Context: an optimization exercise on an open-source flow, tuned for small area and a short achievable clock period. The choices shown serve that exercise and are no tape-out recipe. Function was not checked in any run shown here: the RTL went through the layout flow alone.

==> flow/design.v, too long to show whole: its modules and the start of the top module <==
// module MultiTop: 20 lines
// module FA: 4 lines
// module HA: 4 lines
// module BENC: 5 lines
// module XOR2: 3 lines
// module AND2: 3 lines
// module AO21: 3 lines
// module XNOR: 3 lines
// module PPSEL: 3 lines
// module Multi: 1107 lines
module MultiTop(
    input             clk,
    input      [31:0] a,
    input      [31:0] b,
    output reg [31:0] prod
);
  // ...
==> flow/run.sh <==
#!/bin/bash
# synth_recipe.tcl (not shown) runs the flow's synth.tcl, then flattens the netlist and writes it again
# the make line also repeats each setting of config.mk as NAME=value (left out here)
make -C /OpenROAD-flow-scripts/flow DESIGN_CONFIG=/design/flow/config.mk WORK_HOME=/design/flow/orfs CLKGATE_MAP_FILE= SYNTH_SCRIPT=/design/flow/synth_recipe.tcl finish
==> flow/config.mk <==
export PLATFORM = sky130hd
export DESIGN_NAME = MultiTop
export DESIGN_NICKNAME = MultiTop
export VERILOG_FILES = /design/flow/design.v
export SDC_FILE = /design/flow/constraint.sdc
export NUM_CORES = 4
export LEC_CHECK = 0
export CAP_MARGIN = 20
export CORE_MARGIN = 2
export CORE_UTILIZATION = 40
export SLEW_MARGIN = 75
export SYNTH_HIERARCHICAL = 1
export SYNTH_MINIMUM_KEEP_SIZE = 0
==> flow/constraint.sdc <==
create_clock -name core_clock -period 17.0 [get_ports {clk}]
set_input_delay 3.4000 -clock core_clock [delete_from_list [all_inputs] [get_ports {clk}]]
set_output_delay 3.4000 -clock core_clock [all_outputs]
set_load 0.01 [all_outputs]
==> metrics.md, run 1 <==
| Metric | Value |
|---|---|
| Most frequent cells in the layout | 272 x xnor2_1, 264 x o22ai_1, 203 x fa_1, 96 x clkdlybuf4s50_1, 71 x dfxtp_1 |
| Critical path's largest stage delay | 0.41 ns |
| Register Area | between 1500 and 2000 um^2 |
| Initial antenna violation count | 0 |
| Post-synth top cells | 272 x o22ai_1, 272 x xnor2_1, 203 x fa_1 |
| Crit-path leading delay family | adder cells |
| DPL Wire Length | approximately 26,000 um |
| Total Nets Final | 1,564 |
| Post-synth EDFFs | 0 |
| Min Tclk post-route | 6.43 ns |
| Post-synth net total | 1,439 |
| Fraction of layout cells with a size suffix above 1 | under 10% |
| Final setup margin | about 11 ns |
| PortBufs | 96 |
| Hold Buf Count CTS | 0 |
| Global route overflow | 0 |
| CTS Buffer Depth | 2 |
| Fin. Hold Viols | 0 |
| Postcts setup bufs | 0 |
| Instance area after placement | between 10,000 and 15,000 um^2 |
| Rows | 64 |
| Slew headroom | between 70% and 80% |
| WHS Endpoint | prod[0] |
| Status | finished clean |
| Gr usage total | 21.8% |
| DRT met1 WL | roughly 15,000 um |
| Routed length on met2 | around 16,000 um |
| Post-synthesis xor/xnor area fraction | approximately a quarter |
| Multi-input comb cells | 966 |
| Area of the multi-input gates | between 10,000 and 15,000 um^2 |
| CTS Root Cell | clkbuf_16 |
| Critical path required time | around 17 ns |
| I/O pin count | between 90 and 100 |
==> module BENC, before the edit <==
module BENC(input b2, input b1, input b0, output onen, output twon, output neg);
    assign onen = ~(b1 ^ b0);
    assign twon = ~((b2 ^ b1) & (b1 ^ b0 ^ 1'b1));
    assign neg = b2 & ~(b1 & b0);
endmodule
==> run 2, diff against run 1 <==
--- a/flow/design.v
+++ b/flow/design.v
@@ -30,6 +30,15 @@
 module BENC(input b2, input b1, input b0, output onen, output twon, output neg);
-    assign onen = ~(b1 ^ b0);
-    assign twon = ~((b2 ^ b1) & (b1 ^ b0 ^ 1'b1));
+    wire one, t;
+    XOR2 xone(.a(b1), .b(b0), .y(one));
+    INV ione(.a(one), .y(onen));
+    XOR2 xt(.a(b2), .b(b1), .y(t));
+    NAND2 ntwo(.a(t), .b(one), .y(twon));
     assign neg = b2 & ~(b1 & b0);
 endmodule
+module INV(input a, output y);
+    assign y = ~a;
+endmodule
+module NAND2(input a, input b, output y);
+    assign y = ~(a & b);
+endmodule
 module XOR2(input a, input b, output y);
@@ -713,3 +722,3 @@
     FA fa1(.a(neg1), .b(pp0[2]), .c(pp1[0]), .s(w5), .co(w6));
-    HA ha3(.a(w4), .b(w5), .s(w7), .co(w8));
+    HA ha3(.a(w5), .b(w4), .s(w7), .co(w8));
     FA fa2(.a(pp0[3]), .b(pp1[1]), .c(w6), .s(w9), .co(w10));
@@ -752,3 +761,3 @@
     FA fa31(.a(w70), .b(w77), .c(w79), .s(w83), .co(w84));
-    FA fa32(.a(w81), .b(w72), .c(w83), .s(w85), .co(w86));
+    FA fa32(.a(w72), .b(w81), .c(w83), .s(w85), .co(w86));
     HA ha12(.a(w74), .b(w85), .s(w87), .co(w88));
@@ -771,3 +780,3 @@
     FA fa47(.a(w104), .b(w106), .c(w115), .s(w121), .co(w122));
-    FA fa48(.a(w117), .b(w119), .c(w108), .s(w123), .co(w124));
+    FA fa48(.a(w117), .b(w108), .c(w119), .s(w123), .co(w124));
     FA fa49(.a(w121), .b(w110), .c(w123), .s(w125), .co(w126));
@@ -806,3 +815,3 @@
     FA fa78(.a(w185), .b(w187), .c(w172), .s(w191), .co(w192));
-    FA fa79(.a(w189), .b(w174), .c(w191), .s(w193), .co(w194));
+    FA fa79(.a(w174), .b(w189), .c(w191), .s(w193), .co(w194));
     HA ha19(.a(w176), .b(w178), .s(w195), .co(w196));
@@ -871,3 +880,3 @@
     FA fa137(.a(w313), .b(w315), .c(w317), .s(w321), .co(w322));
-    FA fa138(.a(w296), .b(w319), .c(w298), .s(w323), .co(w324));
+    FA fa138(.a(w296), .b(w298), .c(w319), .s(w323), .co(w324));
     FA fa139(.a(w321), .b(w300), .c(w323), .s(w325), .co(w326));
@@ -896,4 +905,4 @@
     FA fa160(.a(w363), .b(w342), .c(w344), .s(w371), .co(w372));
-    FA fa161(.a(w365), .b(w367), .c(w369), .s(w373), .co(w374));
-    FA fa162(.a(w346), .b(w348), .c(w371), .s(w375), .co(w376));
+    FA fa161(.a(w365), .b(w367), .c(w346), .s(w373), .co(w374));
+    FA fa162(.a(w369), .b(w348), .c(w371), .s(w375), .co(w376));
     FA fa163(.a(w373), .b(w350), .c(w375), .s(w377), .co(w378));
@@ -913,3 +922,3 @@
     FA fa176(.a(w401), .b(w376), .c(w403), .s(w405), .co(w406));
-    HA ha28(.a(w378), .b(w405), .s(w407), .co(w408));
+    HA ha28(.a(w378), .b(w380), .s(w407), .co(w408));
     FA fa177(.a(pp0[29]), .b(pp1[27]), .c(pp2[25]), .s(w409), .co(w410));
@@ -937,3 +946,3 @@
     FA fa198(.a(w441), .b(w443), .c(w445), .s(w453), .co(w454));
-    FA fa199(.a(w420), .b(w447), .c(w422), .s(w455), .co(w456));
+    FA fa199(.a(w420), .b(w422), .c(w447), .s(w455), .co(w456));
     FA fa200(.a(w424), .b(w449), .c(w451), .s(w457), .co(w458));
@@ -992,3 +1001,3 @@
     wire g28, p28;
-    HA hgp28(.a(w380), .b(w407), .s(p28), .co(g28));
+    HA hgp28(.a(w405), .b(w407), .s(p28), .co(g28));
     wire g29, p29;
@@ -1147,4 +1156,4 @@
     XOR2 txw489(.a(w486), .b(w487), .y(w489));
-    XOR2 txw490(.a(w456), .b(w488), .y(w490));
-    XOR2 txw491(.a(w458), .b(w489), .y(w491));
+    XOR2 txw490(.a(w456), .b(w458), .y(w490));
+    XOR2 txw491(.a(w488), .b(w489), .y(w491));
     XOR2 txw492(.a(w490), .b(w491), .y(w492));
==> metrics.md, run 2 <==
| Metric | Value |
|---|---|
| Routability cong. | roughly 0.86 |
| Starting Density | 40.4% |
| Worst-Skew Late Latency | roughly 0.36 ns |
| Pre-antenna DRT Iters | 5 |
| Final WL | 33,800 um |
| Hold Crit Start | b_q[0] |
| Period utilization | 37.0% |
| Post-route setup TNS | 0 ns |
| Setup violators final | 0 |
| Gr usage total | 22.1% (+0.29 points) |
| Avg WL per Cell | around 21 um |
| Register area share after synthesis | between 10% and 20% |
| Largest net degree at the start of global routing | 38 |
| Post-synth top area share | 33.2% |
| Number of global-route vias before repair | approximately 9,400 |
| Syn Area/Cell | around 11 um^2 |
| Top area cells in the synthesized netlist | fa_1 33%, xnor2_1 19%, dfxtp_1 16% |
| Slew headroom | 74.5% (+2.2 points) |
| Setup Skew | 0.00826 ns |
| Fraction of layout cells with a size suffix above 1 | 9.40% (+1.7 points) |
| Htree depth | 3 |
| Syn Inst Count | 1,103 |
| Hold Buf Count CTS | 0 (unchanged) |
| Post-synth top cells | 272 x o22ai_1, 272 x xnor2_1, 203 x fa_1 |
| Crit Path Max Fanout | 30 |
| Met3 usage | under 10% |
| GR peak layer | met2 |
| DPL Wire Length | 26,400 um (+2.0%) |
| Syn-to-layout area delta | 18.7% |
| Core area | 30,300 um^2 |
| Postcts setup bufs | 0 (unchanged) |
| Most common cell after layout, fill and taps aside | xnor2_1 |
| CTS sink count | 96 |
| Rows | 64 (unchanged) |
| Die area | between 30,000 and 40,000 um^2 |
| Min Tclk post-route | 6.29 ns (-0.142 ns) |
| Pre-CTS WS | approximately 11 ns |
| Total Nets Final | 1,550 (-0.90%) |
| Most frequent cells in the layout | 272 x xnor2_1, 264 x o22ai_1, 203 x fa_1, 96 x clkdlybuf4s50_1, 77 x xor2_1 |
| Clock transition at path regs | 0.08 ns |
| Vias | just over 9,000 |
| FF+latch count, synth | 96 |
| Hold WS | 0.920 ns |
| Final slew viol count | 0 |
| Critical path required time | 17.25 ns (about the same) |
| Hold Path Class | register to register |
| FFs w/ async S/R, synth | 0% |
| Detail Route Antenna Nets | 0 |
| RSZ-0062 raised after global routing | false |
| Design Area, Final | roughly 15,000 um^2 |
| First-pass GRT wire length | 53,200 um |
| Vias per inst | 5.64 |
| Final setup margin | 10.71 ns (+0.142 ns) |
| Worst setup path class | register to register |
| TritonCTS Buffers | 9 |
| Mapped Area | between 10,000 and 15,000 um^2 |
| CP Launch Type | register |
| Worst r2r src | b_q[1] |
| Non-filler cells, final | between 1,500 and 2,000 |
| CTS tree | built |
| CP Data Arrival Time | 6.53 ns |
| Status | finished clean |
| Initial antenna violation count | 0 (unchanged) |
| Die span in x | 179 um |
| I/O pin count | 97 (unchanged) |
| Met2 GRT Util | roughly a third |
| Residual DRC | 0 |
| Die Y | about 180 um |
| Placed Cells | ~1,600 |
| Synth unique cells | 13 |
| Post-synth top area cell | fa_1 |
| Instance area after placement | 14,100 um^2 (+0.42%) |
| Largest regs | a_q x32, b_q x32, prod x32 |
| Slew @ Worst Pin | 0.382 ns |
| Post_cts resized | 0 |
| Top FF cell, synth | dfxtp_1 |
| 1st-iter DRT viols | just over 600 |
| Antenna diodes | 0 |
| FMAX | around 160 MHz |
| Global route overflow | 0 (unchanged) |
| Max-Cap Viols | 0 |
| CTS Buffer Depth | 2 (unchanged) |
| Post-synth net total | 1,424 (-1.0%) |
| CTS Root Cell | clkbuf_16 |
| Yosys warns | 7 |
| Post-synth EDFFs | 0 (unchanged) |
| GRT met1 Usage | 30.3% |
| CP Capture Type | register |
| PortBufs | 96 (unchanged) |
| Fin. Hold Viols | 0 (unchanged) |
| Critical path startpoint | b_q[1] |
==> run 2: cell types whose count changed in the layout (fill, tap and decap cells not counted), sizes merged, moves of 2 or more <==
cell	change
inv	-2
ha	-15
nor2b	-15
clkinv	+2
a21boi	+15
xor2	+15
==> run 2: routing by layer <==
metal | up-vias | wire (um) | share of wire, %
li1 | 4215 | - | -
met1 | 4549 | 15000 | 44
met2 | 366 | 15500 | 46
met3 | 62 | 2100 | 6.2
met4 | 0 | 1240 | 3.7
met5 | - | 0 | 0
==> run 2: final timing paths <==
kind | end | depth (start not counted) | slack (ns)
max | prod[31] | 21 | 10.71
min | prod[0] | 4 | 0.92
max reg2reg | prod[31] | 21 | 10.71
min reg2reg | prod[0] | 4 | 0.92
==> run 2: cells by family (layout without fill, tap and decap cells) <==
group,count (synthesis),count (layout),share of synthesized area [%]
xor+xnor,355,355,25.4
compound gates,324,324,17.5
fa+ha+maj,256,256,38.6
flops,96,96,15.7
buf+inv,41,172,1.53
simple gates,31,31,1.28
==> run 2: final cells by class <==
| cell class | instances | area, um^2 |
|---|---|---|
| Fill cell | 2772 | 15800 |
| Multi-Input combinational cell | 966 | 10300 |
| Sequential cell | 96 | 1980 |
| Timing Repair Buffer | 124 | 1310 |
| Tap cell | 396 | 495 |
| Clock buffer | 9 | 225 |
| Inverter | 32 | 133 |
| Clock inverter | 7 | 97.6 |
==> run 2: through the flow <==
stage	utilization [%]
final	47.9
after global routing	47.9
after CTS	47.5
after detailed placement	46.5
after global placement	45.4
after floorplan	-
==> run 2: per-module statistics from Yosys, one instance, submodules excluded <==
| module | cells | times used |
|---|---|---|
| AND2 | 1 | 15 |
| FA | 1 | 203 |
| MultiTop | 96 | 1 |
| HA | 1 | 53 |
| XOR2 | 1 | 83 |
| BENC | 1 | 15 |
| INV | 1 | 15 |
| Multi | 27 | 1 |
| PPSEL | 1 | 272 |
| XNOR | 1 | 272 |
| NAND2 | 1 | 15 |
| AO21 | 1 | 37 |
==> run 2: worst max-delay path, cell delays in order (launching register included) <==
cell     delay [ns]
dfxtp_2        0.33
buf_8          0.15
buf_12         0.18
xor2_2         0.22
nand2_4        0.29
o22ai_1        0.14
fa_1           0.40
fa_1           0.39
fa_1           0.39
fa_1           0.40
fa_1           0.39
fa_1           0.38
fa_1           0.39
ha_1           0.33
a21o_1         0.23
a21o_1         0.25
a21o_1         0.28
a21o_1         0.27
a21o_1         0.24
a21o_1         0.19
a21o_1         0.17
xor2_1         0.15

==> re-timing with driven ports <==
No port has a modelled driver above. Below, the same layouts with a new extraction and two added sets of constraints.
Step 1 (the two cells are an assumption about what drives the block):
set clk [get_ports {clk}]
set_driving_cell -lib_cell sky130_fd_sc_hd__clkbuf_16 $clk
set_driving_cell -lib_cell sky130_fd_sc_hd__buf_2 [delete_from_list [all_inputs] $clk]
Step 2, shift: input delay + t, output delay - t, t = (earliest + latest rising clock arrival at the registers) / 2. This alone moves slack from input paths to output paths.
Slacks: ideal ports / drivers / drivers and shift; pairs: ideal ports / drivers.
| run | shift t [ns] | slack for setup (ns) | cell pins on the clock port's net |
|---|---|---|---|
| run 1 | 0.415 | 10.571 / 10.571 / 10.571 | 1 |
| run 2 | 0.412 | 10.713 / 10.713 / 10.713 | 1 |
After both steps setup and hold are still met in every run listed.
